This is an optimization exercise on Yosys and OpenROAD, whose aim is small area, a short achievable clock period and few clock cycles, not a production implementation.
Function was checked by simulation only, so behaviour that the tests miss may differ from the original.
Power is estimated from default activity; no workload was simulated.

==> flow/run.sh <==
#!/bin/bash
# Standard synthesis, then the standard layout with stronger port buffers
# and timing repair aimed below the design's clock period.
set -euo pipefail
bash standard.sh synth > synth.log 2>&1
bash standard.sh "BUFFER_PORTS_ARGS=-buffer_cell sky130_fd_sc_hd__buf_4" "SETUP_SLACK_MARGIN=8.0" finish > layout.log 2>&1
==> standard.sh <==
#!/bin/bash
# synth_recipe.tcl (not shown) runs the flow's synth.tcl, then flattens the netlist and writes it again
# the make line also repeats each setting of config.mk as NAME=value (left out here)
make -C /OpenROAD-flow-scripts/flow DESIGN_CONFIG=/design/flow/config.mk WORK_HOME=/design/flow/orfs CLKGATE_MAP_FILE= SYNTH_SCRIPT=/design/flow/synth_recipe.tcl "${@:-finish}"
==> config.mk <==
export PLATFORM = sky130hd
export DESIGN_NAME = m1
export DESIGN_NICKNAME = m1
export VERILOG_FILES = /design/flow/design.v
export SDC_FILE = /design/flow/constraint.sdc
export NUM_CORES = 4
export LEC_CHECK = 0
export CAP_MARGIN = 20
export CORE_MARGIN = 2
export CORE_UTILIZATION = 40
export CTS_BUF_LIST = sky130_fd_sc_hd__clkbuf_8
export CTS_CLUSTER_DIAMETER = 60
export CTS_CLUSTER_SIZE = 12
export SLEW_MARGIN = 20
==> constraint.sdc <==
create_clock -name core_clock -period 12.0 [get_ports {Clock}]
set_input_delay 2.4000 -clock core_clock [delete_from_list [all_inputs] [get_ports {Clock}]]
set_output_delay 2.4000 -clock core_clock [all_outputs]
set_load 0.01 [all_outputs]
==> design.v <==
`timescale 1ns/100ps
`default_nettype none
module m1(
input logic Clock,
input logic StartBit,
input logic Resetn,
input logic [15:0] ReadData,
output logic [15:0] WriteData,
output logic [17:0] SRAM_Address,
output logic Wen,
output logic StopBit
);
localparam logic [17:0] U_BASE   = 18'd38400;
localparam logic [17:0] V_BASE   = 18'd57600;
localparam logic [17:0] RGB_BASE = 18'd146944;
logic        run;
logic [4:0]  p;        
logic [15:0] S;        
logic [7:0]  col;      
logic [17:0] Wa;       
logic        w5, w6;   
logic        wr;       
logic        f0, f1, f157, f158, f159, quirk;    
logic        start;    
assign Wen = ~wr;
always_ff @(posedge Clock or negedge Resetn) begin
	if (~Resetn) begin
		run <= 1'b0;
		start <= 1'b0;
		p <= 5'b00001;
		S <= 16'd0;
		col <= 8'd156;
		Wa <= RGB_BASE;
		w5 <= 1'b0;
		w6 <= 1'b0;
		f0 <= 1'b0;
		f1 <= 1'b0;
		f157 <= 1'b0;
		f158 <= 1'b0;
		f159 <= 1'b0;
		quirk <= 1'b0;
		SRAM_Address <= 18'd0;
		wr <= 1'b0;
		StopBit <= 1'b0;
	end else if (~run) begin
		start <= StartBit;
		if (start && ~StopBit) begin
			run <= 1'b1;
			SRAM_Address <= U_BASE;
		end
	end else begin
		p <= {p[3:0], p[4]};
		wr <= 1'b0;
		if (p[0] | p[2] | p[3]) begin
			SRAM_Address <= Wa;
			if (p[0] ? w6 : w5) begin
				wr <= 1'b1;
				Wa <= Wa + 18'd1;
			end
		end
		if (p[1]) begin
			SRAM_Address <= {2'b00, S - 16'd4};
			if (wr && (&SRAM_Address)) begin
				StopBit <= 1'b1;
				run <= 1'b0;
			end
		end
		if (p[4]) begin
			S <= S + 16'd1;
			col <= f159 ? 8'd0 : col + 8'd1;
			f0 <= f159;
			f1 <= f0;
			f157 <= (col == 8'd156);
			f158 <= f157;
			f159 <= f158;
			quirk <= (S == 16'd5);
			if (S == 16'd4) w5 <= 1'b1;
			if (S == 16'd5) w6 <= 1'b1;
			SRAM_Address <= (S[0] ? U_BASE + 18'd1 : V_BASE) + {3'b000, S[15:1]};
		end
	end
end
logic [7:0] ur [0:5];
logic [7:0] vr [0:5];
logic [15:0] upend;
logic [7:0]  vpend;
wire ins = run & p[2];
always_ff @(posedge Clock) begin
	for (int k = 0; k < 5; k++) begin
		ur[k] <= ur[k+1];
		vr[k] <= vr[k+1];
	end
	ur[5] <= ur[0];
	vr[5] <= vr[0];
	if (ins) begin
		ur[0] <= S[0] ? upend[15:8] : upend[7:0];
		vr[0] <= S[0] ? ReadData[15:8] : vpend;
	end
	if (ins & ~S[0]) upend <= ReadData;
	if (ins & S[0]) vpend <= ReadData[7:0];
end
logic [7:0] w [0:5];
always_comb begin
	if (p[3]) for (int k = 0; k < 6; k++) w[k] = ur[5-k];
	else      for (int k = 0; k < 6; k++) w[k] = vr[(10-k) % 6];
end
logic [7:0] a1, b1, a2, b2, a3, b3;
always_comb begin
	a1 = w[2];
	b1 = f159 ? w[2] : w[3];
	a2 = f0 ? w[2] : w[1];
	b2 = f159 ? w[2] : f158 ? w[3] : w[4];
	a3 = f0 ? w[2] : f1 ? w[1] : w[0];
	b3 = f159 ? w[2] : f158 ? w[3] : (f157 || quirk) ? w[4] : w[5];
end
logic [8:0] s1, s2, s3;
always_ff @(posedge Clock) begin
	s1 <= a1 + b1;
	s2 <= a2 + b2;
	s3 <= a3 + b3;
end
wire [8:0] io;
wire [10:0] io3;
m1_interp u_interp(.Clock(Clock), .s1(s1), .s2(s2), .s3(s3), .o(io), .o3(io3));
logic [8:0] uo;     
always_ff @(posedge Clock) uo <= io;
logic [7:0] yb, yl;
always_ff @(posedge Clock) begin
	yb <= p[4] ? ReadData[15:8] : yl;
	if (p[4]) yl <= ReadData[7:0];
end
wire [7:0] ue = ur[1];
wire [7:0] ve = vr[1];
wire [8:0] eu = {ue[7], ~ue[7], ue[6:0]};
wire [8:0] ev = {ve[7], ~ve[7], ve[6:0]};
wire [8:0] xu = p[0] ? eu : uo;
wire [22:0] xt;
m1_yterm u_yterm(.Y(yb), .T(xt));
logic [22:0] pt;
logic [8:0] pu, pv;
logic [10:0] pu3, pv3;
always_ff @(posedge Clock) begin
	pt <= xt;
	pu <= xu;
	pu3 <= {xu, 1'b0} + {2'b00, xu};
	if (p[0]) begin
		pv <= ev;
		pv3 <= {ev, 1'b0} + {2'b00, ev};
	end else begin
		pv <= io;
		pv3 <= io3;
	end
end
wire [7:0] rr, gg, bb;
m1_pix u_pix(.Clock(Clock), .T(pt), .U(pu), .U3(pu3), .V(pv), .V3(pv3), .R(rr), .G(gg), .B(bb));
logic [7:0]  bh;
logic [15:0] gbh;
always_ff @(posedge Clock) begin
	bh <= bb;
	gbh <= {gg, bb};
	if (p[2])      WriteData <= {rr, gg};
	else if (p[3]) WriteData <= {bh, rr};
	else if (p[4]) WriteData <= gbh;
end
endmodule
module m1_yterm(
input logic [7:0] Y,
output logic [24:2] T
);
wire yt_1 = Y[0] ^ Y[3];
wire yt_2 = Y[0] & Y[3];
wire yt_3 = Y[1] ^ Y[4];
wire yt_4 = Y[1] & Y[4];
wire yt_5 = Y[2] ^ Y[5];
wire yt_6 = Y[2] & Y[5];
wire yt_7 = Y[0] ^ Y[2];
wire yt_8 = Y[0] & Y[2];
wire yt_9 = Y[1] ^ Y[3] ^ Y[5];
wire yt_10 = (Y[1] & Y[3]) | (Y[1] & Y[5]) | (Y[3] & Y[5]);
wire yt_11 = Y[2] ^ Y[4] ^ Y[6];
wire yt_12 = (Y[2] & Y[4]) | (Y[2] & Y[6]) | (Y[4] & Y[6]);
wire yt_13 = Y[5] ^ Y[7] ^ yt_1;
wire yt_14 = (Y[5] & Y[7]) | (Y[5] & yt_1) | (Y[7] & yt_1);
wire yt_15 = Y[6] ^ yt_2 ^ yt_3;
wire yt_16 = (Y[6] & yt_2) | (Y[6] & yt_3) | (yt_2 & yt_3);
wire yt_17 = Y[7] ^ yt_4 ^ yt_5;
wire yt_18 = (Y[7] & yt_4) | (Y[7] & yt_5) | (yt_4 & yt_5);
wire yt_19 = Y[3] ^ Y[6] ^ yt_6;
wire yt_20 = (Y[3] & Y[6]) | (Y[3] & yt_6) | (Y[6] & yt_6);
wire yt_21 = Y[4] ^ Y[7];
wire yt_22 = Y[4] & Y[7];
wire yt_23 = Y[0] ^ Y[2];
wire yt_24 = Y[0] & Y[2];
wire yt_25 = ~1'b0 ^ Y[1] ^ Y[3];
wire yt_26 = (~1'b0 & Y[1]) | (~1'b0 & Y[3]) | (Y[1] & Y[3]);
wire yt_27 = ~1'b0 ^ Y[4] ^ yt_7;
wire yt_28 = (~1'b0 & Y[4]) | (~1'b0 & yt_7) | (Y[4] & yt_7);
wire yt_29 = ~1'b0 ^ yt_8 ^ yt_9;
wire yt_30 = (~1'b0 & yt_8) | (~1'b0 & yt_9) | (yt_8 & yt_9);
wire yt_31 = ~1'b0 ^ yt_10 ^ yt_11;
wire yt_32 = (~1'b0 & yt_10) | (~1'b0 & yt_11) | (yt_10 & yt_11);
wire yt_33 = ~1'b0 ^ yt_12 ^ yt_13;
wire yt_34 = (~1'b0 & yt_12) | (~1'b0 & yt_13) | (yt_12 & yt_13);
wire yt_35 = ~1'b0 ^ yt_14 ^ yt_15;
wire yt_36 = (~1'b0 & yt_14) | (~1'b0 & yt_15) | (yt_14 & yt_15);
wire yt_37 = ~1'b0 ^ yt_16 ^ yt_17;
wire yt_38 = (~1'b0 & yt_16) | (~1'b0 & yt_17) | (yt_16 & yt_17);
wire yt_39 = ~1'b0 ^ yt_18 ^ yt_19;
wire yt_40 = (~1'b0 & yt_18) | (~1'b0 & yt_19) | (yt_18 & yt_19);
wire yt_41 = ~1'b0 ^ yt_21 ^ yt_20;
wire yt_42 = (~1'b0 & yt_21) | (~1'b0 & yt_20) | (yt_21 & yt_20);
wire yt_43 = ~1'b0 ^ Y[5] ^ yt_22;
wire yt_44 = (~1'b0 & Y[5]) | (~1'b0 & yt_22) | (Y[5] & yt_22);
wire yt_45 = ~1'b0 ^ Y[6];
wire yt_46 = ~1'b0 & Y[6];
wire yt_47 = ~1'b0 ^ Y[7];
wire yt_48 = ~1'b0 & Y[7];
wire [24:0] yt_a = {yt_48, yt_46, yt_44, yt_42, yt_40, yt_38, yt_36, yt_34, yt_32, yt_30, yt_28, yt_26, yt_24, yt_23, ~1'b0, Y[0], ~Y[6], ~Y[5], ~Y[4], ~Y[3], ~Y[2], ~Y[1], ~1'b0, 1'b0, 1'b0};
wire [24:0] yt_b = {~1'b0, yt_47, yt_45, yt_43, yt_41, yt_39, yt_37, yt_35, yt_33, yt_31, yt_29, yt_27, yt_25, ~1'b0, Y[1], ~Y[7], 1'b0, 1'b0, 1'b0, 1'b0, 1'b0, 1'b0, ~Y[0], 1'b0, 1'b0};
wire [24:0] yts = yt_a + yt_b;
assign T = yts[24:2];
endmodule
module m1_pix(
input logic Clock,
input logic [24:2] T,
input logic [8:0] U,
input logic [10:0] U3,
input logic [8:0] V,
input logic [10:0] V3,
output logic [7:0] R,
output logic [7:0] G,
output logic [7:0] B
);
wire r_1 = T[8] ^ V[1];
wire r_2 = T[8] & V[1];
wire r_3 = T[9] ^ V[2];
wire r_4 = T[9] & V[2];
wire r_5 = T[10] ^ V[3] ^ V[6];
wire r_6 = (T[10] & V[3]) | (T[10] & V[6]) | (V[3] & V[6]);
wire r_7 = T[11] ^ V3[0] ^ V[4];
wire r_8 = (T[11] & V3[0]) | (T[11] & V[4]) | (V3[0] & V[4]);
wire r_9 = T[12] ^ V3[1];
wire r_10 = T[12] & V3[1];
wire r_11 = T[15] ^ V3[0];
wire r_12 = T[15] & V3[0];
wire r_13 = T[6] ^ V[2];
wire r_14 = T[6] & V[2];
wire r_15 = T[7] ^ V[0] ^ V[3];
wire r_16 = (T[7] & V[0]) | (T[7] & V[3]) | (V[0] & V[3]);
wire r_17 = V[4] ^ V3[8] ^ r_1;
wire r_18 = (V[4] & V3[8]) | (V[4] & r_1) | (V3[8] & r_1);
wire r_19 = V[5] ^ V3[9] ^ r_2;
wire r_20 = (V[5] & V3[9]) | (V[5] & r_2) | (V3[9] & r_2);
wire r_21 = V3[10] ^ r_4 ^ r_5;
wire r_22 = (V3[10] & r_4) | (V3[10] & r_5) | (r_4 & r_5);
wire r_23 = V[7] ^ r_6 ^ r_7;
wire r_24 = (V[7] & r_6) | (V[7] & r_7) | (r_6 & r_7);
wire r_25 = V[5] ^ V[8] ^ r_9;
wire r_26 = (V[5] & V[8]) | (V[5] & r_9) | (V[8] & r_9);
wire r_27 = T[13] ^ V3[2] ^ V[6];
wire r_28 = (T[13] & V3[2]) | (T[13] & V[6]) | (V3[2] & V[6]);
wire r_29 = T[14] ^ V3[3] ^ V[7];
wire r_30 = (T[14] & V3[3]) | (T[14] & V[7]) | (V3[3] & V[7]);
wire r_31 = V3[4] ^ V[8] ^ r_11;
wire r_32 = (V3[4] & V[8]) | (V3[4] & r_11) | (V[8] & r_11);
wire r_33 = T[16] ^ V3[1] ^ V3[5];
wire r_34 = (T[16] & V3[1]) | (T[16] & V3[5]) | (V3[1] & V3[5]);
wire r_35 = T[17] ^ V3[2];
wire r_36 = T[17] & V3[2];
wire r_37 = T[18] ^ V3[3] ^ V3[7];
wire r_38 = (T[18] & V3[3]) | (T[18] & V3[7]) | (V3[3] & V3[7]);
wire r_39 = T[19] ^ V3[4];
wire r_40 = T[19] & V3[4];
wire r_41 = T[20] ^ V3[5] ^ V3[9];
wire r_42 = (T[20] & V3[5]) | (T[20] & V3[9]) | (V3[5] & V3[9]);
wire r_43 = T[21] ^ V3[6];
wire r_44 = T[21] & V3[6];
wire r_45 = T[22] ^ V3[7];
wire r_46 = T[22] & V3[7];
wire r_47 = T[4] ^ V[0];
wire r_48 = T[4] & V[0];
wire r_49 = T[5] ^ V[1] ^ V3[5];
wire r_50 = (T[5] & V[1]) | (T[5] & V3[5]) | (V[1] & V3[5]);
wire r_51 = ~1'b0 ^ V3[6] ^ r_13;
wire r_52 = (~1'b0 & V3[6]) | (~1'b0 & r_13) | (V3[6] & r_13);
wire r_53 = V3[7] ^ r_14 ^ r_15;
wire r_54 = (V3[7] & r_14) | (V3[7] & r_15) | (r_14 & r_15);
wire r_55 = ~1'b0 ^ r_16 ^ r_17;
wire r_56 = (~1'b0 & r_16) | (~1'b0 & r_17) | (r_16 & r_17);
wire r_57 = r_3 ^ r_18 ^ r_19;
wire r_58 = (r_3 & r_18) | (r_3 & r_19) | (r_18 & r_19);
wire r_59 = ~1'b0 ^ r_20 ^ r_21;
wire r_60 = (~1'b0 & r_20) | (~1'b0 & r_21) | (r_20 & r_21);
wire r_61 = ~1'b0 ^ r_22 ^ r_23;
wire r_62 = (~1'b0 & r_22) | (~1'b0 & r_23) | (r_22 & r_23);
wire r_63 = r_8 ^ r_25 ^ r_24;
wire r_64 = (r_8 & r_25) | (r_8 & r_24) | (r_25 & r_24);
wire r_65 = r_10 ^ r_27 ^ r_26;
wire r_66 = (r_10 & r_27) | (r_10 & r_26) | (r_27 & r_26);
wire r_67 = ~1'b0 ^ r_28 ^ r_29;
wire r_68 = (~1'b0 & r_28) | (~1'b0 & r_29) | (r_28 & r_29);
wire r_69 = ~1'b0 ^ r_30 ^ r_31;
wire r_70 = (~1'b0 & r_30) | (~1'b0 & r_31) | (r_30 & r_31);
wire r_71 = r_12 ^ r_33 ^ r_32;
wire r_72 = (r_12 & r_33) | (r_12 & r_32) | (r_33 & r_32);
wire r_73 = V3[6] ^ r_35 ^ r_34;
wire r_74 = (V3[6] & r_35) | (V3[6] & r_34) | (r_35 & r_34);
wire r_75 = ~1'b0 ^ r_36 ^ r_37;
wire r_76 = (~1'b0 & r_36) | (~1'b0 & r_37) | (r_36 & r_37);
wire r_77 = V3[8] ^ r_39 ^ r_38;
wire r_78 = (V3[8] & r_39) | (V3[8] & r_38) | (r_39 & r_38);
wire r_79 = ~1'b0 ^ r_40 ^ r_41;
wire r_80 = (~1'b0 & r_40) | (~1'b0 & r_41) | (r_40 & r_41);
wire r_81 = V3[10] ^ r_43 ^ r_42;
wire r_82 = (V3[10] & r_43) | (V3[10] & r_42) | (r_43 & r_42);
wire r_83 = ~1'b0 ^ r_44 ^ r_45;
wire r_84 = (~1'b0 & r_44) | (~1'b0 & r_45) | (r_44 & r_45);
wire r_85 = T[23] ^ V3[8] ^ r_46;
wire r_86 = (T[23] & V3[8]) | (T[23] & r_46) | (V3[8] & r_46);
wire r_87 = T[24] ^ V3[9];
wire r_88 = T[24] & V3[9];
wire r_89 = ~1'b0 ^ V3[10];
wire r_90 = ~1'b0 & V3[10];
wire [26:0] r_a = {r_90, r_88, r_86, r_84, r_82, r_80, r_78, r_76, r_74, r_72, r_70, r_68, r_66, r_64, r_62, r_60, r_58, r_56, r_54, r_52, r_50, r_48, r_47, T[3], T[2], V3[1], V3[0]};
wire [26:0] r_b = {~1'b0, r_89, r_87, r_85, r_83, r_81, r_79, r_77, r_75, r_73, r_71, r_69, r_67, r_65, r_63, r_61, r_59, r_57, r_55, r_53, r_51, r_49, V3[4], V3[3], V3[2], 1'b0, 1'b0};
wire [18:0] r_lo = {1'b0, r_a[17:0]} + {1'b0, r_b[17:0]};
logic [26:18] r_ha, r_hb;
logic r_c;
logic [17:16] r_l;
always_ff @(posedge Clock) begin
	r_ha <= r_a[26:18];
	r_hb <= r_b[26:18];
	r_c <= r_lo[18];
	r_l <= r_lo[17:16];
end
wire [26:18] r_s = r_ha + r_hb + {{(8){1'b0}}, r_c};
wire [26:16] r_f = {r_s, r_l};
assign R = r_f[26] ? 8'd0 : (|r_f[25:24]) ? 8'd255 : r_f[23:16];
wire g_1 = ~1'b0 ^ ~U3[2];
wire g_2 = ~1'b0 & ~U3[2];
wire g_3 = 1'b0 ^ U3[3] ^ V[1];
wire g_4 = (1'b0 & U3[3]) | (1'b0 & V[1]) | (U3[3] & V[1]);
wire g_5 = ~U3[4] ^ ~V[2];
wire g_6 = ~U3[4] & ~V[2];
wire g_7 = 1'b0 ^ U3[5] ^ V[3];
wire g_8 = (1'b0 & U3[5]) | (1'b0 & V[3]) | (U3[5] & V[3]);
wire g_9 = ~1'b0 ^ ~U3[6];
wire g_10 = ~1'b0 & ~U3[6];
wire g_11 = ~U[0] ^ ~U3[7];
wire g_12 = ~U[0] & ~U3[7];
wire g_13 = 1'b0 ^ U[1] ^ U3[8];
wire g_14 = (1'b0 & U[1]) | (1'b0 & U3[8]) | (U[1] & U3[8]);
wire g_15 = U[2] ^ U3[9] ^ V[0];
wire g_16 = (U[2] & U3[9]) | (U[2] & V[0]) | (U3[9] & V[0]);
wire g_17 = U3[0] ^ U[3] ^ U3[10];
wire g_18 = (U3[0] & U[3]) | (U3[0] & U3[10]) | (U[3] & U3[10]);
wire g_19 = ~V[1] ^ ~V[8];
wire g_20 = ~V[1] & ~V[8];
wire g_21 = U3[1] ^ U[4] ^ V3[0];
wire g_22 = (U3[1] & U[4]) | (U3[1] & V3[0]) | (U[4] & V3[0]);
wire g_23 = T[14] ^ ~V[2];
wire g_24 = T[14] & ~V[2];
wire g_25 = 1'b0 ^ U3[2] ^ U[5];
wire g_26 = (1'b0 & U3[2]) | (1'b0 & U[5]) | (U3[2] & U[5]);
wire g_27 = ~T[15] ^ V3[1] ^ V[3];
wire g_28 = (~T[15] & V3[1]) | (~T[15] & V[3]) | (V3[1] & V[3]);
wire g_29 = 1'b0 ^ U3[3] ^ U[6];
wire g_30 = (1'b0 & U3[3]) | (1'b0 & U[6]) | (U3[3] & U[6]);
wire g_31 = ~T[16] ^ V3[2] ^ V[4];
wire g_32 = (~T[16] & V3[2]) | (~T[16] & V[4]) | (V3[2] & V[4]);
wire g_33 = U3[4] ^ U[7] ^ V3[3];
wire g_34 = (U3[4] & U[7]) | (U3[4] & V3[3]) | (U[7] & V3[3]);
wire g_35 = T[17] ^ ~V[5];
wire g_36 = T[17] & ~V[5];
wire g_37 = U3[5] ^ U[8] ^ V3[4];
wire g_38 = (U3[5] & U[8]) | (U3[5] & V3[4]) | (U[8] & V3[4]);
wire g_39 = T[18] ^ ~V[6];
wire g_40 = T[18] & ~V[6];
wire g_41 = 1'b0 ^ U3[6] ^ V3[5];
wire g_42 = (1'b0 & U3[6]) | (1'b0 & V3[5]) | (U3[6] & V3[5]);
wire g_43 = T[19] ^ ~V[7];
wire g_44 = T[19] & ~V[7];
wire g_45 = 1'b0 ^ U3[7] ^ V3[6];
wire g_46 = (1'b0 & U3[7]) | (1'b0 & V3[6]) | (U3[7] & V3[6]);
wire g_47 = T[20] ^ ~V[8];
wire g_48 = T[20] & ~V[8];
wire g_49 = 1'b0 ^ U3[8] ^ V3[7];
wire g_50 = (1'b0 & U3[8]) | (1'b0 & V3[7]) | (U3[8] & V3[7]);
wire g_51 = ~1'b0 ^ ~U3[9];
wire g_52 = ~1'b0 & ~U3[9];
wire g_53 = ~1'b0 ^ ~U3[10];
wire g_54 = ~1'b0 & ~U3[10];
wire g_55 = ~1'b0 ^ ~U3[0];
wire g_56 = ~1'b0 & ~U3[0];
wire g_57 = ~U3[1] ^ ~V[4];
wire g_58 = ~U3[1] & ~V[4];
wire g_59 = ~T[5] ^ V[0] ^ V[5];
wire g_60 = (~T[5] & V[0]) | (~T[5] & V[5]) | (V[0] & V[5]);
wire g_61 = T[6] ^ ~V[6] ^ g_2;
wire g_62 = (T[6] & ~V[6]) | (T[6] & g_2) | (~V[6] & g_2);
wire g_63 = T[7] ^ ~V[7] ^ g_5;
wire g_64 = (T[7] & ~V[7]) | (T[7] & g_5) | (~V[7] & g_5);
wire g_65 = T[8] ^ ~V[8] ^ g_6;
wire g_66 = (T[8] & ~V[8]) | (T[8] & g_6) | (~V[8] & g_6);
wire g_67 = T[9] ^ ~V[4] ^ g_9;
wire g_68 = (T[9] & ~V[4]) | (T[9] & g_9) | (~V[4] & g_9);
wire g_69 = T[10] ^ g_10 ^ g_11;
wire g_70 = (T[10] & g_10) | (T[10] & g_11) | (g_10 & g_11);
wire g_71 = T[11] ^ ~V[6] ^ g_12;
wire g_72 = (T[11] & ~V[6]) | (T[11] & g_12) | (~V[6] & g_12);
wire g_73 = V[7] ^ g_14 ^ g_15;
wire g_74 = (V[7] & g_14) | (V[7] & g_15) | (g_14 & g_15);
wire g_75 = T[13] ^ g_19 ^ ~g_16;
wire g_76 = (T[13] & g_19) | (T[13] & ~g_16) | (g_19 & ~g_16);
wire g_77 = g_20 ^ g_23 ^ ~g_18;
wire g_78 = (g_20 & g_23) | (g_20 & ~g_18) | (g_23 & ~g_18);
wire g_79 = g_22 ^ g_25 ^ g_27;
wire g_80 = (g_22 & g_25) | (g_22 & g_27) | (g_25 & g_27);
wire g_81 = g_26 ^ g_28 ^ g_29;
wire g_82 = (g_26 & g_28) | (g_26 & g_29) | (g_28 & g_29);
wire g_83 = g_30 ^ g_32 ^ g_33;
wire g_84 = (g_30 & g_32) | (g_30 & g_33) | (g_32 & g_33);
wire g_85 = g_36 ^ g_39 ^ ~g_34;
wire g_86 = (g_36 & g_39) | (g_36 & ~g_34) | (g_39 & ~g_34);
wire g_87 = g_40 ^ g_43 ^ ~g_38;
wire g_88 = (g_40 & g_43) | (g_40 & ~g_38) | (g_43 & ~g_38);
wire g_89 = g_44 ^ g_47 ^ ~g_42;
wire g_90 = (g_44 & g_47) | (g_44 & ~g_42) | (g_47 & ~g_42);
wire g_91 = T[21] ^ g_48 ^ ~g_46;
wire g_92 = (T[21] & g_48) | (T[21] & ~g_46) | (g_48 & ~g_46);
wire g_93 = T[22] ^ ~V3[8] ^ g_51;
wire g_94 = (T[22] & ~V3[8]) | (T[22] & g_51) | (~V3[8] & g_51);
wire g_95 = T[23] ^ g_52 ^ g_53;
wire g_96 = (T[23] & g_52) | (T[23] & g_53) | (g_52 & g_53);
wire g_97 = 1'b0 ^ ~T[24] ^ V3[10];
wire g_98 = (1'b0 & ~T[24]) | (1'b0 & V3[10]) | (~T[24] & V3[10]);
wire g_99 = T[3] ^ g_55;
wire g_100 = T[3] & g_55;
wire g_101 = T[4] ^ g_56 ^ g_57;
wire g_102 = (T[4] & g_56) | (T[4] & g_57) | (g_56 & g_57);
wire g_103 = g_58 ^ g_1 ^ ~g_59;
wire g_104 = (g_58 & g_1) | (g_58 & ~g_59) | (g_1 & ~g_59);
wire g_105 = g_60 ^ g_3 ^ ~g_61;
wire g_106 = (g_60 & g_3) | (g_60 & ~g_61) | (g_3 & ~g_61);
wire g_107 = ~g_4 ^ g_62 ^ g_63;
wire g_108 = (~g_4 & g_62) | (~g_4 & g_63) | (g_62 & g_63);
wire g_109 = ~g_7 ^ g_64 ^ g_65;
wire g_110 = (~g_7 & g_64) | (~g_7 & g_65) | (g_64 & g_65);
wire g_111 = ~g_8 ^ g_66 ^ g_67;
wire g_112 = (~g_8 & g_66) | (~g_8 & g_67) | (g_66 & g_67);
wire g_113 = ~V[5] ^ g_68 ^ g_69;
wire g_114 = (~V[5] & g_68) | (~V[5] & g_69) | (g_68 & g_69);
wire g_115 = ~g_13 ^ g_70 ^ g_71;
wire g_116 = (~g_13 & g_70) | (~g_13 & g_71) | (g_70 & g_71);
wire g_117 = T[12] ^ g_72 ^ ~g_73;
wire g_118 = (T[12] & g_72) | (T[12] & ~g_73) | (g_72 & ~g_73);
wire g_119 = g_17 ^ g_74 ^ ~g_75;
wire g_120 = (g_17 & g_74) | (g_17 & ~g_75) | (g_74 & ~g_75);
wire g_121 = ~g_21 ^ g_76 ^ g_77;
wire g_122 = (~g_21 & g_76) | (~g_21 & g_77) | (g_76 & g_77);
wire g_123 = g_24 ^ g_78 ^ ~g_79;
wire g_124 = (g_24 & g_78) | (g_24 & ~g_79) | (g_78 & ~g_79);
wire g_125 = g_31 ^ g_80 ^ g_81;
wire g_126 = (g_31 & g_80) | (g_31 & g_81) | (g_80 & g_81);
wire g_127 = ~g_35 ^ g_82 ^ g_83;
wire g_128 = (~g_35 & g_82) | (~g_35 & g_83) | (g_82 & g_83);
wire g_129 = g_37 ^ g_84 ^ ~g_85;
wire g_130 = (g_37 & g_84) | (g_37 & ~g_85) | (g_84 & ~g_85);
wire g_131 = ~g_41 ^ g_86 ^ g_87;
wire g_132 = (~g_41 & g_86) | (~g_41 & g_87) | (g_86 & g_87);
wire g_133 = ~g_45 ^ g_88 ^ g_89;
wire g_134 = (~g_45 & g_88) | (~g_45 & g_89) | (g_88 & g_89);
wire g_135 = ~g_49 ^ g_90 ^ g_91;
wire g_136 = (~g_49 & g_90) | (~g_49 & g_91) | (g_90 & g_91);
wire g_137 = ~g_50 ^ g_92 ^ g_93;
wire g_138 = (~g_50 & g_92) | (~g_50 & g_93) | (g_92 & g_93);
wire g_139 = ~V3[9] ^ g_94 ^ g_95;
wire g_140 = (~V3[9] & g_94) | (~V3[9] & g_95) | (g_94 & g_95);
wire g_141 = g_54 ^ ~g_97 ^ g_96;
wire g_142 = (g_54 & ~g_97) | (g_54 & g_96) | (~g_97 & g_96);
wire [26:0] g_a = {~1'b0, g_142, g_140, g_138, g_136, g_134, g_132, ~g_130, ~g_128, ~g_126, g_124, g_122, ~g_120, g_118, g_116, g_114, g_112, g_110, g_108, ~g_106, g_104, g_102, g_100, g_99, T[2], ~V[1], ~1'b0};
wire [26:0] g_b = {1'b0, ~g_98, g_141, g_139, g_137, g_135, g_133, g_131, ~g_129, ~g_127, ~g_125, g_123, g_121, ~g_119, g_117, g_115, g_113, g_111, g_109, g_107, ~g_105, g_103, g_101, ~V[3], ~V[2], 1'b0, ~V[0]};
wire [18:0] g_lo = {1'b0, g_a[17:0]} + {1'b0, g_b[17:0]};
logic [26:18] g_ha, g_hb;
logic g_c;
logic [17:16] g_l;
always_ff @(posedge Clock) begin
	g_ha <= g_a[26:18];
	g_hb <= g_b[26:18];
	g_c <= g_lo[18];
	g_l <= g_lo[17:16];
end
wire [26:18] g_s = g_ha + g_hb + {{(8){1'b0}}, g_c};
wire [26:16] g_f = {g_s, g_l};
assign G = g_f[26] ? 8'd0 : (|g_f[25:24]) ? 8'd255 : g_f[23:16];
wire b_1 = T[8] ^ U[1];
wire b_2 = T[8] & U[1];
wire b_3 = T[9] ^ U[2];
wire b_4 = T[9] & U[2];
wire b_5 = T[10] ^ U[0] ^ U[3];
wire b_6 = (T[10] & U[0]) | (T[10] & U[3]) | (U[0] & U[3]);
wire b_7 = U3[7] ^ U3[10];
wire b_8 = U3[7] & U3[10];
wire b_9 = T[11] ^ U[1] ^ U[4];
wire b_10 = (T[11] & U[1]) | (T[11] & U[4]) | (U[1] & U[4]);
wire b_11 = T[12] ^ U[2];
wire b_12 = T[12] & U[2];
wire b_13 = T[13] ^ U[3];
wire b_14 = T[13] & U[3];
wire b_15 = T[14] ^ U[4];
wire b_16 = T[14] & U[4];
wire b_17 = T[15] ^ U[5];
wire b_18 = T[15] & U[5];
wire b_19 = T[6] ^ U3[3];
wire b_20 = T[6] & U3[3];
wire b_21 = T[7] ^ U[0] ^ U3[4];
wire b_22 = (T[7] & U[0]) | (T[7] & U3[4]) | (U[0] & U3[4]);
wire b_23 = U3[5] ^ U3[8] ^ b_1;
wire b_24 = (U3[5] & U3[8]) | (U3[5] & b_1) | (U3[8] & b_1);
wire b_25 = U3[6] ^ U3[9] ^ b_2;
wire b_26 = (U3[6] & U3[9]) | (U3[6] & b_2) | (U3[9] & b_2);
wire b_27 = b_4 ^ b_7 ^ b_5;
wire b_28 = (b_4 & b_7) | (b_4 & b_5) | (b_7 & b_5);
wire b_29 = U3[8] ^ b_8 ^ b_6;
wire b_30 = (U3[8] & b_8) | (U3[8] & b_6) | (b_8 & b_6);
wire b_31 = U[5] ^ U3[9] ^ b_11;
wire b_32 = (U[5] & U3[9]) | (U[5] & b_11) | (U3[9] & b_11);
wire b_33 = U[6] ^ U3[10] ^ b_12;
wire b_34 = (U[6] & U3[10]) | (U[6] & b_12) | (U3[10] & b_12);
wire b_35 = U[7] ^ b_14 ^ b_15;
wire b_36 = (U[7] & b_14) | (U[7] & b_15) | (b_14 & b_15);
wire b_37 = U[8] ^ b_16 ^ b_17;
wire b_38 = (U[8] & b_16) | (U[8] & b_17) | (b_16 & b_17);
wire b_39 = T[16] ^ U[6];
wire b_40 = T[16] & U[6];
wire b_41 = T[17] ^ U[0];
wire b_42 = T[17] & U[0];
wire b_43 = T[18] ^ U[1];
wire b_44 = T[18] & U[1];
wire b_45 = T[19] ^ U[2];
wire b_46 = T[19] & U[2];
wire b_47 = T[3] ^ U3[0];
wire b_48 = T[3] & U3[0];
wire b_49 = T[4] ^ U3[1] ^ U3[4];
wire b_50 = (T[4] & U3[1]) | (T[4] & U3[4]) | (U3[1] & U3[4]);
wire b_51 = T[5] ^ U3[2] ^ U3[5];
wire b_52 = (T[5] & U3[2]) | (T[5] & U3[5]) | (U3[2] & U3[5]);
wire b_53 = ~1'b0 ^ U3[6] ^ b_19;
wire b_54 = (~1'b0 & U3[6]) | (~1'b0 & b_19) | (U3[6] & b_19);
wire b_55 = U3[7] ^ b_20 ^ b_21;
wire b_56 = (U3[7] & b_20) | (U3[7] & b_21) | (b_20 & b_21);
wire b_57 = ~1'b0 ^ b_22 ^ b_23;
wire b_58 = (~1'b0 & b_22) | (~1'b0 & b_23) | (b_22 & b_23);
wire b_59 = b_3 ^ b_24 ^ b_25;
wire b_60 = (b_3 & b_24) | (b_3 & b_25) | (b_24 & b_25);
wire b_61 = ~1'b0 ^ b_26 ^ b_27;
wire b_62 = (~1'b0 & b_26) | (~1'b0 & b_27) | (b_26 & b_27);
wire b_63 = b_9 ^ b_28 ^ b_29;
wire b_64 = (b_9 & b_28) | (b_9 & b_29) | (b_28 & b_29);
wire b_65 = b_10 ^ b_30 ^ b_31;
wire b_66 = (b_10 & b_30) | (b_10 & b_31) | (b_30 & b_31);
wire b_67 = b_13 ^ b_32 ^ b_33;
wire b_68 = (b_13 & b_32) | (b_13 & b_33) | (b_32 & b_33);
wire b_69 = ~1'b0 ^ b_34 ^ b_35;
wire b_70 = (~1'b0 & b_34) | (~1'b0 & b_35) | (b_34 & b_35);
wire b_71 = ~1'b0 ^ b_36 ^ b_37;
wire b_72 = (~1'b0 & b_36) | (~1'b0 & b_37) | (b_36 & b_37);
wire b_73 = b_18 ^ b_39 ^ b_38;
wire b_74 = (b_18 & b_39) | (b_18 & b_38) | (b_39 & b_38);
wire b_75 = U[7] ^ b_40 ^ b_41;
wire b_76 = (U[7] & b_40) | (U[7] & b_41) | (b_40 & b_41);
wire b_77 = U[8] ^ b_42 ^ b_43;
wire b_78 = (U[8] & b_42) | (U[8] & b_43) | (b_42 & b_43);
wire b_79 = ~1'b0 ^ b_44 ^ b_45;
wire b_80 = (~1'b0 & b_44) | (~1'b0 & b_45) | (b_44 & b_45);
wire b_81 = T[20] ^ U[3] ^ b_46;
wire b_82 = (T[20] & U[3]) | (T[20] & b_46) | (U[3] & b_46);
wire b_83 = ~1'b0 ^ T[21] ^ U[4];
wire b_84 = (~1'b0 & T[21]) | (~1'b0 & U[4]) | (T[21] & U[4]);
wire b_85 = ~1'b0 ^ T[22] ^ U[5];
wire b_86 = (~1'b0 & T[22]) | (~1'b0 & U[5]) | (T[22] & U[5]);
wire b_87 = ~1'b0 ^ T[23] ^ U[6];
wire b_88 = (~1'b0 & T[23]) | (~1'b0 & U[6]) | (T[23] & U[6]);
wire b_89 = ~1'b0 ^ T[24] ^ U[7];
wire b_90 = (~1'b0 & T[24]) | (~1'b0 & U[7]) | (T[24] & U[7]);
wire [26:0] b_a = {~1'b0, b_90, b_88, b_86, b_84, b_82, b_80, b_78, b_76, b_74, b_72, b_70, b_68, b_66, b_64, b_62, b_60, b_58, b_56, b_54, b_52, b_50, b_48, b_47, T[2], U3[1], U3[0]};
wire [26:0] b_b = {1'b0, U[8], b_89, b_87, b_85, b_83, b_81, b_79, b_77, b_75, b_73, b_71, b_69, b_67, b_65, b_63, b_61, b_59, b_57, b_55, b_53, b_51, b_49, U3[3], U3[2], 1'b0, 1'b0};
wire [18:0] b_lo = {1'b0, b_a[17:0]} + {1'b0, b_b[17:0]};
logic [26:18] b_ha, b_hb;
logic b_c;
logic [17:16] b_l;
always_ff @(posedge Clock) begin
	b_ha <= b_a[26:18];
	b_hb <= b_b[26:18];
	b_c <= b_lo[18];
	b_l <= b_lo[17:16];
end
wire [26:18] b_s = b_ha + b_hb + {{(8){1'b0}}, b_c};
wire [26:16] b_f = {b_s, b_l};
assign B = b_f[26] ? 8'd0 : (|b_f[25:24]) ? 8'd255 : b_f[23:16];
endmodule
module m1_interp(
input logic Clock,
input logic [8:0] s1,
input logic [8:0] s2,
input logic [8:0] s3,
output logic [8:0] o,
output logic [10:0] o3
);
wire ip_1 = s1[0] ^ s1[2];
wire ip_2 = s1[0] & s1[2];
wire ip_3 = s1[1] ^ s1[3];
wire ip_4 = s1[1] & s1[3];
wire ip_5 = s1[0] ^ s2[1];
wire ip_6 = s1[0] & s2[1];
wire ip_7 = 1'b0 ^ s1[6] ^ s2[0];
wire ip_8 = (1'b0 & s1[6]) | (1'b0 & s2[0]) | (s1[6] & s2[0]);
wire ip_9 = s1[1] ^ s2[2] ^ s3[2];
wire ip_10 = (s1[1] & s2[2]) | (s1[1] & s3[2]) | (s2[2] & s3[2]);
wire ip_11 = 1'b0 ^ s1[7] ^ s2[1];
wire ip_12 = (1'b0 & s1[7]) | (1'b0 & s2[1]) | (s1[7] & s2[1]);
wire ip_13 = s2[3] ^ s3[3] ^ s3[5];
wire ip_14 = (s2[3] & s3[3]) | (s2[3] & s3[5]) | (s3[3] & s3[5]);
wire ip_15 = s3[7] ^ ip_1;
wire ip_16 = s3[7] & ip_1;
wire ip_17 = s1[8] ^ s2[2] ^ s2[6];
wire ip_18 = (s1[8] & s2[2]) | (s1[8] & s2[6]) | (s2[2] & s2[6]);
wire ip_19 = s2[4] ^ s3[4] ^ s3[6];
wire ip_20 = (s2[4] & s3[4]) | (s2[4] & s3[6]) | (s3[4] & s3[6]);
wire ip_21 = s3[8] ^ ip_2 ^ ip_3;
wire ip_22 = (s3[8] & ip_2) | (s3[8] & ip_3) | (ip_2 & ip_3);
wire ip_23 = ~1'b0 ^ s1[2] ^ s1[4];
wire ip_24 = (~1'b0 & s1[2]) | (~1'b0 & s1[4]) | (s1[2] & s1[4]);
wire ip_25 = s2[3] ^ ~s2[5] ^ s2[7];
wire ip_26 = (s2[3] & ~s2[5]) | (s2[3] & s2[7]) | (~s2[5] & s2[7]);
wire ip_27 = s3[5] ^ s3[7] ^ ip_4;
wire ip_28 = (s3[5] & s3[7]) | (s3[5] & ip_4) | (s3[7] & ip_4);
wire ip_29 = ~1'b0 ^ s1[3] ^ s1[5];
wire ip_30 = (~1'b0 & s1[3]) | (~1'b0 & s1[5]) | (s1[3] & s1[5]);
wire ip_31 = s2[4] ^ ~s2[6] ^ s2[8];
wire ip_32 = (s2[4] & ~s2[6]) | (s2[4] & s2[8]) | (~s2[6] & s2[8]);
wire ip_33 = s3[6] ^ s3[8];
wire ip_34 = s3[6] & s3[8];
wire ip_35 = s1[4] ^ s1[6] ^ s2[7];
wire ip_36 = (s1[4] & s1[6]) | (s1[4] & s2[7]) | (s1[6] & s2[7]);
wire ip_37 = s1[5] ^ s1[7];
wire ip_38 = s1[5] & s1[7];
wire ip_39 = ~1'b0 ^ ~s1[2];
wire ip_40 = ~1'b0 & ~s1[2];
wire ip_41 = ~s1[3] ^ ~s2[1];
wire ip_42 = ~s1[3] & ~s2[1];
wire ip_43 = s1[4] ^ ~s2[0] ^ s2[2];
wire ip_44 = (s1[4] & ~s2[0]) | (s1[4] & s2[2]) | (~s2[0] & s2[2]);
wire ip_45 = s3[0] ^ s3[2];
wire ip_46 = s3[0] & s3[2];
wire ip_47 = s1[5] ^ s2[3] ^ ~s3[1];
wire ip_48 = (s1[5] & s2[3]) | (s1[5] & ~s3[1]) | (s2[3] & ~s3[1]);
wire ip_49 = s3[3] ^ s3[5] ^ ip_5;
wire ip_50 = (s3[3] & s3[5]) | (s3[3] & ip_5) | (s3[5] & ip_5);
wire ip_51 = s3[4] ^ s3[6] ^ ip_6;
wire ip_52 = (s3[4] & s3[6]) | (s3[4] & ip_6) | (s3[6] & ip_6);
wire ip_53 = s2[4] ^ ip_7 ^ ~ip_9;
wire ip_54 = (s2[4] & ip_7) | (s2[4] & ~ip_9) | (ip_7 & ~ip_9);
wire ip_55 = s2[5] ^ ip_8 ^ ip_11;
wire ip_56 = (s2[5] & ip_8) | (s2[5] & ip_11) | (ip_8 & ip_11);
wire ip_57 = ip_10 ^ ip_13 ^ ip_15;
wire ip_58 = (ip_10 & ip_13) | (ip_10 & ip_15) | (ip_13 & ip_15);
wire ip_59 = ip_12 ^ ~ip_14 ^ ip_17;
wire ip_60 = (ip_12 & ~ip_14) | (ip_12 & ip_17) | (~ip_14 & ip_17);
wire ip_61 = ip_19 ^ ip_16 ^ ip_21;
wire ip_62 = (ip_19 & ip_16) | (ip_19 & ip_21) | (ip_16 & ip_21);
wire ip_63 = ~ip_18 ^ ip_20 ^ ip_23;
wire ip_64 = (~ip_18 & ip_20) | (~ip_18 & ip_23) | (ip_20 & ip_23);
wire ip_65 = ~ip_25 ^ ip_22 ^ ip_27;
wire ip_66 = (~ip_25 & ip_22) | (~ip_25 & ip_27) | (ip_22 & ip_27);
wire ip_67 = ip_33 ^ ip_24 ^ ip_29;
wire ip_68 = (ip_33 & ip_24) | (ip_33 & ip_29) | (ip_24 & ip_29);
wire ip_69 = ip_26 ^ ip_31 ^ ~ip_28;
wire ip_70 = (ip_26 & ip_31) | (ip_26 & ~ip_28) | (ip_31 & ~ip_28);
wire ip_71 = s3[7] ^ ip_34 ^ ip_30;
wire ip_72 = (s3[7] & ip_34) | (s3[7] & ip_30) | (ip_34 & ip_30);
wire ip_73 = s2[5] ^ ip_32 ^ ~ip_35;
wire ip_74 = (s2[5] & ip_32) | (s2[5] & ~ip_35) | (ip_32 & ~ip_35);
wire ip_75 = 1'b0 ^ s2[6] ^ ~s2[8];
wire ip_76 = (1'b0 & s2[6]) | (1'b0 & ~s2[8]) | (s2[6] & ~s2[8]);
wire ip_77 = s3[8] ^ ip_37 ^ ip_36;
wire ip_78 = (s3[8] & ip_37) | (s3[8] & ip_36) | (ip_37 & ip_36);
wire ip_79 = ~1'b0 ^ s1[6] ^ s1[8];
wire ip_80 = (~1'b0 & s1[6]) | (~1'b0 & s1[8]) | (s1[6] & s1[8]);
wire ip_81 = ~s2[7] ^ ip_38;
wire ip_82 = ~s2[7] & ip_38;
wire ip_83 = ~1'b0 ^ ~s2[8];
wire ip_84 = ~1'b0 & ~s2[8];
wire ip_85 = s3[0] ^ s3[2];
wire ip_86 = s3[0] & s3[2];
wire ip_87 = s3[1] ^ s3[3] ^ ip_40;
wire ip_88 = (s3[1] & s3[3]) | (s3[1] & ip_40) | (s3[3] & ip_40);
wire ip_89 = s3[4] ^ ip_45 ^ ip_42;
wire ip_90 = (s3[4] & ip_45) | (s3[4] & ip_42) | (ip_45 & ip_42);
wire ip_91 = ~ip_46 ^ ip_44 ^ ip_47;
wire ip_92 = (~ip_46 & ip_44) | (~ip_46 & ip_47) | (ip_44 & ip_47);
wire ip_93 = ~ip_48 ^ ip_50 ^ ip_51;
wire ip_94 = (~ip_48 & ip_50) | (~ip_48 & ip_51) | (ip_50 & ip_51);
wire ip_95 = ~ip_52 ^ ip_54 ^ ip_55;
wire ip_96 = (~ip_52 & ip_54) | (~ip_52 & ip_55) | (ip_54 & ip_55);
wire ip_97 = ip_56 ^ ip_59 ^ ~ip_58;
wire ip_98 = (ip_56 & ip_59) | (ip_56 & ~ip_58) | (ip_59 & ~ip_58);
wire ip_99 = ip_63 ^ ip_62 ^ ip_65;
wire ip_100 = (ip_63 & ip_62) | (ip_63 & ip_65) | (ip_62 & ip_65);
wire ip_101 = ip_64 ^ ip_67 ^ ip_66;
wire ip_102 = (ip_64 & ip_67) | (ip_64 & ip_66) | (ip_67 & ip_66);
wire ip_103 = ip_68 ^ ip_71 ^ ~ip_73;
wire ip_104 = (ip_68 & ip_71) | (ip_68 & ~ip_73) | (ip_71 & ~ip_73);
wire ip_105 = ~ip_75 ^ ip_72 ^ ip_77;
wire ip_106 = (~ip_75 & ip_72) | (~ip_75 & ip_77) | (ip_72 & ip_77);
wire ip_107 = ip_79 ^ ip_81 ^ ip_78;
wire ip_108 = (ip_79 & ip_81) | (ip_79 & ip_78) | (ip_81 & ip_78);
wire ip_109 = s1[7] ^ ip_83 ^ ip_80;
wire ip_110 = (s1[7] & ip_83) | (s1[7] & ip_80) | (ip_83 & ip_80);
wire ip_111 = s1[8] ^ ip_84;
wire ip_112 = s1[8] & ip_84;
wire ip_113 = ~1'b0 ^ ~s1[0];
wire ip_114 = ~1'b0 & ~s1[0];
wire ip_115 = ~s1[1] ^ s3[1];
wire ip_116 = ~s1[1] & s3[1];
wire ip_117 = ~s2[0] ^ ip_85 ^ ip_39;
wire ip_118 = (~s2[0] & ip_85) | (~s2[0] & ip_39) | (ip_85 & ip_39);
wire ip_119 = ip_86 ^ ip_41 ^ ip_87;
wire ip_120 = (ip_86 & ip_41) | (ip_86 & ip_87) | (ip_41 & ip_87);
wire ip_121 = ~ip_43 ^ ip_88 ^ ip_89;
wire ip_122 = (~ip_43 & ip_88) | (~ip_43 & ip_89) | (ip_88 & ip_89);
wire ip_123 = ip_90 ^ ip_49 ^ ~ip_91;
wire ip_124 = (ip_90 & ip_49) | (ip_90 & ~ip_91) | (ip_49 & ~ip_91);
wire ip_125 = ip_92 ^ ip_53 ^ ~ip_93;
wire ip_126 = (ip_92 & ip_53) | (ip_92 & ~ip_93) | (ip_53 & ~ip_93);
wire ip_127 = ip_57 ^ ip_94 ^ ~ip_95;
wire ip_128 = (ip_57 & ip_94) | (ip_57 & ~ip_95) | (ip_94 & ~ip_95);
wire ip_129 = ~ip_61 ^ ip_96 ^ ip_97;
wire ip_130 = (~ip_61 & ip_96) | (~ip_61 & ip_97) | (ip_96 & ip_97);
wire ip_131 = ip_60 ^ ip_98 ^ ~ip_99;
wire ip_132 = (ip_60 & ip_98) | (ip_60 & ~ip_99) | (ip_98 & ~ip_99);
wire ip_133 = ~ip_69 ^ ip_100 ^ ip_101;
wire ip_134 = (~ip_69 & ip_100) | (~ip_69 & ip_101) | (ip_100 & ip_101);
wire ip_135 = ~ip_70 ^ ip_103 ^ ip_102;
wire ip_136 = (~ip_70 & ip_103) | (~ip_70 & ip_102) | (ip_103 & ip_102);
wire ip_137 = ~ip_74 ^ ip_105 ^ ip_104;
wire ip_138 = (~ip_74 & ip_105) | (~ip_74 & ip_104) | (ip_105 & ip_104);
wire ip_139 = ~ip_76 ^ ip_106 ^ ip_107;
wire ip_140 = (~ip_76 & ip_106) | (~ip_76 & ip_107) | (ip_106 & ip_107);
wire ip_141 = ip_82 ^ ip_109 ^ ip_108;
wire ip_142 = (ip_82 & ip_109) | (ip_82 & ip_108) | (ip_109 & ip_108);
wire ip_143 = ~1'b0 ^ ip_111 ^ ip_110;
wire ip_144 = (~1'b0 & ip_111) | (~1'b0 & ip_110) | (ip_111 & ip_110);
wire ip_145 = ~1'b0 ^ ip_112;
wire ip_146 = ~1'b0 & ip_112;
wire [16:0] ip_a = {ip_144, ip_142, ip_140, ip_138, ip_136, ip_134, ~ip_132, ~ip_130, ip_128, ~ip_126, ip_124, ip_122, ip_120, ip_118, ip_116, ip_114, ip_113};
wire [16:0] ip_b = {ip_145, ip_143, ip_141, ip_139, ip_137, ip_135, ip_133, ~ip_131, ~ip_129, ip_127, ~ip_125, ip_123, ip_121, ip_119, ip_117, ip_115, s3[0]};
wire [8:0] ip_lo = {1'b0, ip_a[7:0]} + {1'b0, ip_b[7:0]};
logic [16:8] ip_ha, ip_hb;
logic ip_c;
always_ff @(posedge Clock) begin
	ip_ha <= ip_a[16:8];
	ip_hb <= ip_b[16:8];
	ip_c <= ip_lo[8];
end
wire [16:8] ip_s = ip_ha + ip_hb + {{(8){1'b0}}, ip_c};
assign o = ip_s[16:8];
assign o3 = {o, 1'b0} + {2'b00, o};
endmodule
==> summary.md, run 1 <==
| Metric | Value |
|---|---|
| DR WL met2 | `about 27000 um` |
| YS warnings | `6` |
| Reg area | `roughly 9300 um2` |
| H-tree depth | `2` |
| Fmax | `about 0.26 GHz` |
| PortBufs | `54` |
| Finished Cell Area | `roughly 26000 um2` |
| Final ANT Viol Nets | `0` |
| I/O pins | `55` |
| Setup WS post-layout | `roughly 8.2 ns` |
| Root Buffer | `clkbuf_8` |
| Most common cell after layout, fill and taps aside | `inv_1` |
| Max FO, Critical Path | `3` |
| Final Hold Fails | `0` |
| Buf+Inv Stages, Crit Path | `2` |
| Clock share of power | `a little under 40%` |
| Post-synthesis async set-or-reset flop share | `around 18%` |
| Max cap viols | `0` |
| Die height | `~250 um` |
| Total CTS buffers | `44` |
| Post-Route WL | `a little under 60000 um` |
| Vias/cell | `about 5` |
| Largest net degree at the start of global routing | `78` |
| All-Layer GR Usage | `18.7%` |
| Drt pass-1 iters | `5` |
| Final nets | `between 2000 and 3000` |
| Initial antenna violation count | `1` |
| Clock Latency Late Sink | `0.64 ns` |
| Syn nets | `between 2000 and 3000` |
| Run status | `complete, no violations` |
| Clock sink total | `419` |
| Worst Path Class, Setup | `flip-flop to flip-flop` |
| Worst path slowest cell | `a2111oi_1` |
| Crit path time final | `about 3.8 ns` |
| Int Power | `1850 uW` |
| GP Congestion | `approximately 0.91` |
| Sw Ratio | `between 20 and 25%` |
| Clock skew | `0.0467 ns` |
| Fillers | `around 5700` |
| P per Cell Area | `89.9 nW/um2` |
| Switching pwr | `533 uW` |
| Highest-count cells in the layout ignoring fill and taps | `inv_1, dfxtp_1, ha_1, fa_1, nand2_1` |
| Crit-path max cell delay | `0.55 ns` |
| Multi-input gate area | `between 10000 and 15000 um2` |
| RSZ-0062 raised after global routing | `no` |
| Drt drc | `0` |
| Max Slew Vio Count | `0` |
| Number of setup buffers added after CTS | `0` |
| Sequential Power Share | `roughly three fifths` |
| TritonCTS clock tree | `yes` |
| Met1 WL | `~28000 um` |
| Dpl cell area | `about 26000 um2` |
| Cell variety after synth | `85` |
| Vias in the first global route | `between 15000 and 20000` |
| Maximum VDD drop | `0.000102 V` |
| Logic pwr share | `less than 1%` |
| Register area share after synthesis | `a little under two fifths` |
| Gate Count Post-Synth | `about 2300` |
| Worst slew pin tran | `between 1 and 1.5 ns` |
| Final Cycle Share | `between 30% and 40%` |
| Starting Density | `between 40% and 50%` |
| HPWL after detailed placement | `roughly 47000 um` |
| Non-filler instance count after layout | `between 3000 and 4000` |
| CTS Buffer Depth | `3` |
| Final core area utilization | `a little over two fifths` |
| Vias | `16000` |
| Dpl ws | `~8.2 ns` |
| Overflow left after global routing | `0` |
| LEAKAGE | `between 0.01 and 0.015 uW` |
| Crit-path most repeated cell | `fa_1` |
| Startpoint Class | `flip-flop` |
| Post-Syn Area | `approximately 24000 um2` |
| Most used flip-flop cell after synthesis | `dfxtp_1` |
| Min-Delay Path Class | `flip-flop to flip-flop` |
| Worst Path Required | `between 10 and 15 ns` |
| First-pass GRT wire length | `~92000 um` |
| Synth Register Bits | `between 400 and 500` |
| Crit path max-delay family | `adder cells` |
| Detail Route met3 WL | `between 2000 and 2500 um` |
| Clock slew at reported path FFs | `0.09 ns` |
| Top sig layer | `met4` |
| Crit. End Element | `flip-flop` |
| Post-synth EDFFs | `48` |
| Share of cells above drive strength 1 | `under 10%` |
| Core Area | `approximately 60000 um2` |
| CP Cell Sequence | `fa_1 -> fa_1 -> inv_1 -> fa_1 -> inv_1 -> ha_1 -> a21o_1 -> a211o_1 -> a2111oi_1 -> nor3b_1 -> o21ai_0 -> o31a_1` |
| Placed Cells | `roughly 3100` |
| Layout area overhead | `8.53%` |
| Die width | `251 um` |
| Syn avg cell area | `approximately 10 um2` |
| Site Rows | `90` |
| Relative slew slack | `between 20% and 30%` |
| Wire per inst | `18.2 um` |
| Final setup fails | `0` |
| Crit path DAT | `between 4 and 5 ns` |
| 1st-iter DRT viols | `roughly 860` |
| Die area | `63000 um2` |
| Setup TNS | `0 ns` |
cell type report:
type,count,share of cell area [%]
Clock buffer,48,2.49
Antenna cell,1,0.00945
Multi-Input combinational cell,1449,50.3
Timing Repair Buffer,62,1.76
Sequential cell,419,35.0
Inverter,425,6.02
Clock inverter,23,0.699
Tap cell,782,3.69
Yosys cell counts (all sizes together), types with 7 or more instances:
master	n	share of area (%)
mux2	37	1.7
nand2b	28	0.72
mux2i	61	2.5
nand4	16	0.41
o21ai	99	2.0
nand3	24	0.49
o21bai	21	0.65
o22ai	9	0.23
a21o	33	1.0
mux4	10	0.92
and2	9	0.24
and3	12	0.31
dfxtp	294	24
o31ai	8	0.25
o21a	30	0.93
nor2	118	1.8
dfrtp	66	6.8
o211ai	7	0.22
dfstp	11	1.2
buf	19	0.37
inv	424	6.5
nand2	121	1.9
a211oi	10	0.31
or3	10	0.30
a31oi	10	0.28
nor4	8	0.27
fa	163	13
nor3	16	0.37
a22oi	9	0.28
ha	256	13
nor2b	23	0.59
edfxtp	48	5.9
xor2	43	1.5
clkbuf	36	0.56
xnor2	84	3.0
a21oi	111	2.3
state kept, by name, indices dropped and copies added (netlist names), 11 cells and up:
signal and count:
upend 16, pt 23, pu3 11, SRAM_Address 18, S 16, vr 48
gbh 16, Wa 18, ur 48, WriteData 16, pv3 11
layer usage:
metal  track usage (%)  vias up
met1              25.9     7787
met3              2.83       72
met4              5.15        0
li1                  -     7819
met2              30.5      309
met5                 0        -
logic make-up (layout without fill, tap and decap cells):
family	after synthesis	after routing	synth area share (%)
buf+inv	480	558	7.47
fa+ha+maj	420	420	26.5
flops	419	419	38.0
simple gates	401	401	7.94
compound gates	393	393	10.4
xor+xnor	127	127	4.56
mux	108	108	5.13
other cells	0	1	0
stage by stage:
stage	hold WS, ns	power, uW
after detailed placement	0.333	1480
after CTS	0.348	2410
after floorplan	0.324	1460
after global routing	0.353	2470
after global placement	0.327	1480
final	0.349	2380
final timing paths:
kind	to	cells past startpoint	from	slack (ns)
min in group asynchronous	S[5]$_DFFE_PN0P_	1	Resetn	1.89
hold / removal	ur[2][2]$_DFF_P_	0	ur[3][2]$_DFF_P_	0.35
setup reg to reg	u_pix.b_l[17]$_DFF_P_	12	pt[8]$_DFF_P_	8.20
max in group asynchronous	p[3]$_DFFE_PN0P_	1	Resetn	9.31
setup / recovery	u_pix.b_l[17]$_DFF_P_	12	pt[8]$_DFF_P_	8.20
hold reg to reg	ur[2][2]$_DFF_P_	0	ur[3][2]$_DFF_P_	0.35
repair_timing:
action	4_1_cts	5_1_grt
hold buffers	0	0
endpoints found under the setup margin	0	3
resized for setup	0	2
power groups by stage:
stage	logic, uW	clock network (uW)	registers, uW
final	20.7	936	1420
after global routing	22.8	1020	1420
after CTS	21.2	969	1420
after detailed placement	21.1	0	1460
after global placement	20.6	0	1460
after floorplan	2.98	0	1460
Testbench counts, summed over its fixed seeds: cycles 1,152,174.
==> inputs of run 2 (changes only) <==
--- a/config.mk
+++ b/config.mk
@@ -9,6 +9,6 @@
 export CORE_MARGIN = 2
 export CORE_UTILIZATION = 40
-export CTS_BUF_LIST = sky130_fd_sc_hd__clkbuf_8
-export CTS_CLUSTER_DIAMETER = 60
-export CTS_CLUSTER_SIZE = 12
+export CTS_BUF_LIST = sky130_fd_sc_hd__clkbuf_16
+export CTS_CLUSTER_DIAMETER = 80
+export CTS_CLUSTER_SIZE = 18
 export SLEW_MARGIN = 20
==> summary.md, run 2 <==
| Metric | Value |
|---|---|
| Run status | `complete, no violations` |
| Maximum VDD drop | `0.0000984 V (-3.8%)` |
| Drt pass-1 iters | `5 (unchanged)` |
| DR WL met2 | `26600 um (about the same)` |
| Largest net degree at the start of global routing | `78 (unchanged)` |
| GP Congestion | `0.907 (unchanged)` |
| First-pass GRT wire length | `91700 um (+0.15%)` |
| Crit path from | `u_interp.ip_c$_DFF_P_` |
| Max FO, Critical Path | `4 (+1)` |
| I/O pins | `55 (unchanged)` |
| Total power | `2400 uW (+0.88%)` |
| Met1 WL | `27700 um (-0.70%)` |
| Worst Path Class, Setup | `flip-flop to flip-flop` |
| Reg2reg setup slack | `8.20 ns (about the same)` |
| Syn avg cell area | `10.4 um2 (unchanged)` |
| Setup TNS | `0 ns (unchanged)` |
| Top cell type's share of synthesized area | `24.1% (unchanged)` |
| Post-synthesis async set-or-reset flop share | `18.4% (unchanged)` |
| Core Area | `60400 um2 (unchanged)` |
| Final nets | `2824 (-0.53%)` |
| Vias/cell | `5.00 (+0.45%)` |
| Hold_buf cts | `0 (unchanged)` |
| Synth Register Bits | `419 (unchanged)` |
| Highest-count cells in the layout ignoring fill and taps | `inv_1, dfxtp_1, ha_1, fa_1, nand2_1` |
| Worst slew pin tran | `1.09 ns (+0.0262 ns)` |
| Final setup fails | `0 (unchanged)` |
| Drt drc | `0 (unchanged)` |
| FF-to-FF path depth | `15 (+3)` |
| Vias | `15900 (-0.30%)` |
| All-Layer GR Usage | `18.6% (-0.10 points)` |
| Max Slew Vio Count | `0 (unchanged)` |
| Die height | `251 um (unchanged)` |
| Most common cell in the netlist | `inv_1` |
| Post-synth EDFFs | `48 (unchanged)` |
| Hold path cells | `0 (unchanged)` |
| Ranking of synthesized cells by area | `dfxtp_1, fa_1, ha_1` |
| CP Cell Sequence | `fa_1 -> inv_1 -> fa_1 -> inv_1 -> ha_1 -> inv_1 -> fa_1 -> nand2b_1 -> and2_1 -> maj3_1 -> a21oi_2 -> o41ai_2 -> o21ai_1 -> nor3b_1 -> a221o_1` |
| Clock skew | `0.0278 ns (-0.0189 ns)` |
| Reg-to-Reg End | `pv3[9]$_DFF_P_` |
| Crit path time final | `3.80 ns (-0.00447 ns)` |
| YS warnings | `6 (unchanged)` |
| Overflow left after global routing | `0 (unchanged)` |
| Share of cells above drive strength 1 | `7.74% (-0.87 points)` |
| 1st-iter DRT viols | `858 (-0.69%)` |
| Leading area contributor after synthesis | `dfxtp_1` |
| Relative slew slack | `27.0% (-1.8 points)` |
| CTS Buffer Depth | `3 (unchanged)` |
| Worst Path Required | `12.48 ns (-0.09 ns)` |
| Crit-path max cell delay | `0.45 ns (-0.10 ns)` |
| Die width | `251 um (unchanged)` |
| Crit. End Element | `flip-flop` |
| Worst reg2reg startpoint | `u_interp.ip_c$_DFF_P_` |
| Post-Route WL | `58200 um (-0.38%)` |
| Final Cycle Share | `31.6% (-0.037 points)` |
| Total of cells resized after clock tree synthesis | `0 (unchanged)` |
| Register area share after synthesis | `38.0% (unchanged)` |
| Final ANT Viol Nets | `0 (unchanged)` |
| Clock Latency Late Sink | `0.61 ns (-0.03 ns)` |
| Most common cell after layout, fill and taps aside | `inv_1` |
| Largest regs | `ur x48, vr x48, pt x23` |
| Worst path slowest cell | `fa_1` |
| TritonCTS clock tree | `yes` |
| Max cap viols | `0 (unchanged)` |
| Detail Route met3 WL | `2550 um (+2.6%)` |
| Top sig layer | `met4` |
| Crit path DAT | `4.27 ns (-0.10 ns)` |
| H-tree depth | `1 (-1)` |
| Hold path startpoint | `ur[3][2]$_DFF_P_` |
| Vias in the first global route | `16100 (-0.29%)` |
| Setup WS post-layout | `8.20 ns (+0.00447 ns)` |
| Clock slew at reported path FFs | `0.08 ns (about the same)` |
| Cell variety after synth | `85 (unchanged)` |
| Hold WS | `0.349 ns (-0.000220 ns)` |
| P per Cell Area | `90.7 nW/um2 (+0.88%)` |
| Starting Density | `40.4% (unchanged)` |
| Post-Syn Area | `24400 um2 (unchanged)` |
| Total CTS buffers | `29 (-34%)` |
| Root Buffer | `clkbuf_16` |
| Min-Delay Path Class | `flip-flop to flip-flop` |
| Synth top cells by count | `inv_1, dfxtp_1, ha_1` |
| Most used flip-flop cell after synthesis | `dfxtp_1` |
| LEAKAGE | `0.0122 uW (-0.14%)` |
| Syn nets | `2786 (unchanged)` |
| Final Hold Fails | `0 (unchanged)` |
| Layout area overhead | `8.53% (about the same)` |
| RSZ-0062 raised after global routing | `no` |
| Wire per inst | `18.3 um (+0.37%)` |
| Number of setup buffers added after CTS | `0 (unchanged)` |
| Fmax | `0.263 GHz (+0.12%)` |
| Die area | `63000 um2 (unchanged)` |
| Gate Count Post-Synth | `2348 (unchanged)` |
| PortBufs | `54 (unchanged)` |
| Buf+Inv Stages, Crit Path | `3 (+1)` |
| HPWL after detailed placement | `46500 um (unchanged)` |
| Hold EP | `ur[2][2]$_DFF_P_` |
| Initial antenna violation count | `1 (unchanged)` |
| Clock sink total | `419 (unchanged)` |
| Dpl ws | `8.18 ns (unchanged)` |
| Startpoint Class | `flip-flop` |
| Site Rows | `90 (unchanged)` |
| Crit path max-delay family | `adder cells` |
[run 2: layer usage]
| layer | vias up | global-route usage, % |
|---|---|---|
| met2 | 300 | 30.6 |
| li1 | 7791 | - |
| met4 | 0 | 4.17 |
| met3 | 67 | 2.63 |
| met1 | 7781 | 26.0 |
| met5 | - | 0 |
[run 2: power by group]
group | internal [uW] | switching, uW | leakage (uW) | total, uW
Clock | 447 | 511 | 0.000455 | 958
Combinational | 9.12 | 11.3 | 0.00787 | 20.5
Sequential | 1420 | 3.03 | 0.00389 | 1420
[run 2: cell families (layout without fill, tap and decap cells)]
logic type / after synthesis / in the layout / share of synthesized area, %
AND/OR/NAND/NOR: 401 / 401 / 7.94
adder cells (fa/ha/maj): 420 / 420 / 26.5
XOR/XNOR: 127 / 127 / 4.56
flip-flops: 419 / 419 / 38.0
buffers and inverters: 480 / 534 / 7.47
AO/OA/AOI/OAI: 393 / 393 / 10.4
multiplexers: 108 / 108 / 5.13
other: 0 / 1 / 0
[run 2: worst max path at each step]
| stage | to | cells past startpoint |
|---|---|---|
| 6_report | pv3[9]$_DFF_P_ | 15 |
| 5_1_grt | pv3[9]$_DFF_P_ | 15 |
| 4_1_cts | pv3[9]$_DFF_P_ | 15 |
| 3_5_place_dp | pv3[9]$_DFF_P_ | 15 |
| 3_3_place_gp | pv3[9]$_DFF_P_ | 15 |
| 2_1_floorplan | pv3[9]$_DFF_P_ | 15 |
[run 2: cell type report]
cell class / count / area [um2]
antenna: 1 / 2.50
clock buffer: 29 / 726
clock inverter: 18 / 119
fill: 5715 / 33900
inverter: 425 / 1600
multi-input combinational: 1449 / 13300
sequential: 419 / 9270
tap: 782 / 978
timing repair buffer: 62 / 465
[run 2: through the flow]
stage	area [um2]	instances	util (%)
floorplan	24400	2348	-
global placement	25600	3137	42.4
detailed placement	25600	3137	42.4
CTS	26500	3184	43.8
global route	26500	3184	43.9
finish	26500	3185	43.9

==> what the ideal ports hide <==
The results above use ideal ports. As a check the final layouts listed here were re-extracted and re-timed, cells and wires unchanged.
Step 1: set_driving_cell puts a clkbuf_16 on Clock and a buf_2 on each other input, an assumption about the parent block.
Step 2 moves the port delays by t, midway between the first and last clock arrival at a register: inputs arrive t later, outputs are due t later. That takes back most of the time a late clock gives input paths.
Three values: no drivers, after step 1, after step 2; two values: the first two.
run | t, ns | slack for setup (ns) | worst slew at a driven data input, ns
run 1 | 0.676 | 8.199 / 8.199 / 8.199 | 0.03
run 2 | 0.651 | 8.203 / 8.203 / 8.203 | 0.03
After both steps every run listed still meets setup and hold.
